This design comes from an exercise in tuning for small area on the open sky130 flow, not from production work.
In this exercise RTL edits were held to simulation tests only and were not proved equivalent to the original.

// Paso_Banda
module Paso_Banda (
  input  wire signed [20:0] u,
  input  wire clk, rst, EN,
  output wire signed [20:0] y1, y2, y3
);
Settings: LEC_CHECK=0, CAP_MARGIN=20, CORE_MARGIN=2, CORE_UTILIZATION=50, CTS_BUF_LIST=sky130_fd_sc_hd__clkbuf_8, CTS_CLUSTER_DIAMETER=64, CTS_CLUSTER_SIZE=26, SLEW_MARGIN=20, SYNTH_HIERARCHICAL=1; clock period 25.0 ns.
standard.sh (not shown) runs the stock make flow with config.mk's settings and CLKGATE_MAP_FILE= SYNTH_SCRIPT=/design/flow/synth_recipe.tcl, a recipe that flattens the netlist after the stock synthesis.
==> flow/flow/run.sh <==
#!/bin/bash
# The standard layout (standard.sh: ORFS synthesis through finish), with
# one change: the input and output port buffers that global placement adds
# use the smallest buffer cell (buf_1) instead of the default delay buffer.
# make's full output goes to standard.log; ORFS keeps each step's log under
# orfs/logs/.
set -euo pipefail
export BUFFER_PORTS_ARGS="-buffer_cell sky130_fd_sc_hd__buf_1"
bash standard.sh > standard.log 2>&1
Rerun with:
Settings changed: CORE_UTILIZATION 50 to 40, CTS_CLUSTER_SIZE 26 to 22.
After rerunning:
- non-clock buffer count goes down by 12
- maximum frequency goes down by 0.37%
- clock skew barely changes
- final cell count goes up by 5.9%
Rerun with:
--- a/flow/flow/run.sh
+++ b/flow/flow/run.sh
@@ -8,2 +8,3 @@
 export BUFFER_PORTS_ARGS="-buffer_cell sky130_fd_sc_hd__buf_1"
+export CTS_BUF_DISTANCE=150
 bash standard.sh > standard.log 2>&1
=>
- The changed run went through all stages and came out clean
- die area stays the same
- non-clock buffer count does not change
- synthesized area does not change
- worst hold slack barely changes
- routed wire length hardly moves
- final cell count is unchanged
- register-to-register slack improved by 0.02 ns
- first-iteration DRC count decreases by 6.6%
- synthesized cell count stays the same

---

Another version of the RTL of Paso_Banda (not shown whole).
For scale: ~5400 cells after synthesis, ~87 I/O pins.
Settings: LEC_CHECK=0, CAP_MARGIN=5, CORE_MARGIN=2, CORE_UTILIZATION=40, CTS_BUF_LIST=sky130_fd_sc_hd__clkbuf_8, CTS_CLUSTER_DIAMETER=70, CTS_CLUSTER_SIZE=24, SLEW_MARGIN=5, SYNTH_HIERARCHICAL=1; clock period 25.0 ns.
run.sh (not shown) runs the stock make flow with config.mk's settings and CLKGATE_MAP_FILE= SYNTH_SCRIPT=/design/flow/synth_recipe.tcl, a recipe that flattens the netlist after the stock synthesis.
Stock flow here: none of the scripts above is used.
Edit:
Settings changed: CAP_MARGIN 5 to 20, SLEW_MARGIN 5 to 20.
Outcome:
- die area stays the same
- register-to-register slack is worse by 60 ps
- critical path depth does not change
- utilization barely changes

---

== rev 12 ==
RTL: one of the versions met above, not the one the previous note started from.
Size: ~87 I/O pins, about 0.063 mm² of cells after synthesis.
export LEC_CHECK = 0
export CAP_MARGIN = 20
export CORE_MARGIN = 2
export CORE_UTILIZATION = 40
export CTS_BUF_LIST = sky130_fd_sc_hd__clkbuf_8
export CTS_CLUSTER_DIAMETER = 64
export CTS_CLUSTER_SIZE = 22
export SLEW_MARGIN = 20
export SYNTH_HIERARCHICAL = 1
create_clock -name core_clock -period 25.0 [get_ports {clk}]
Rev 12: PASS, flow complete, no timing, DRC or antenna violations
[inputs] rev 13 vs rev 12
- CORE_UTILIZATION now 55, was 40
==> flow/flow/run.sh (new file) <==
#!/bin/bash
# The standard layout (standard.sh: ORFS synthesis through finish), with
# one change: the input and output port buffers that global placement adds
# use the smallest buffer cell (buf_1) instead of the default delay buffer.
# make's full output goes to standard.log; ORFS keeps each step's log under
# orfs/logs/.
set -euo pipefail
export BUFFER_PORTS_ARGS="-buffer_cell sky130_fd_sc_hd__buf_1"
bash standard.sh > standard.log 2>&1
==> flow/standard.sh (new file) <==
#!/bin/bash
# synth_recipe.tcl (not shown) runs the flow's synth.tcl, then flattens the netlist and writes it again
# the make line also repeats each setting of config.mk as NAME=value (left out here)
make -C /OpenROAD-flow-scripts/flow DESIGN_CONFIG=/design/flow/config.mk WORK_HOME=/design/flow/orfs CLKGATE_MAP_FILE= SYNTH_SCRIPT=/design/flow/synth_recipe.tcl "${@:-finish}"
removed: flow/run.sh
In summary, rev 13 completed successfully, with a layout that passed the timing, DRC and antenna checks. Core utilization, rev 12 and rev 13: smaller value in rev 12. In the metrics for rev 12 and rev 13, the one carrying the lower global-route usage is rev 12. Changes observed in rev 13 relative to rev 12: standard-cell row count shows a reduction of 22.

## afterwards: timing with drivers on the ports
No port has a modelled driver above. Below, the same layouts with a new extraction and two added sets of constraints.
Step 1, drivers: a clkbuf_16 drives clk and a buf_2 each remaining input, both assumed.
Step 2 also shifts input and output timing later by t, the mid clock arrival at the registers, as if the neighbouring blocks saw the same clock.
a / b / c = no drivers / after step 1 / after step 2; a / b = the first two.
| run | t (ns) | slack for setup (ns) | worst setup path at the end | worst slew at a driven data input, ns | cell pins on the clock port's net |
|---|---|---|---|---|---|
| the first run of note 1 | 0.830 | 0.911 / 0.841 / 0.931 | register to register | 0.07 | 1 |
| the second run of note 1 | 0.867 | 0.822 / 0.742 / 0.880 | register to register | 0.12 | 1 |
| the third run of note 1 | 0.827 | 0.781 / 0.704 / 0.899 | register to register | 0.11 | 1 |
| the first run of note 2 | 0.860 | 1.140 / 1.140 / 1.140 | register to register | 0.05 | 1 |
| the second run of note 2 | 0.860 | 1.081 / 1.081 / 1.081 | register to register | 0.05 | 1 |
| rev 12 | 0.844 | 0.857 / 0.807 / 0.857 | register to register | 0.11 | 1 |
| rev 13 | 0.782 | 1.005 / 0.936 / 1.005 | register to register | 0.13 | 1 |
After both steps every run listed still meets setup and hold.
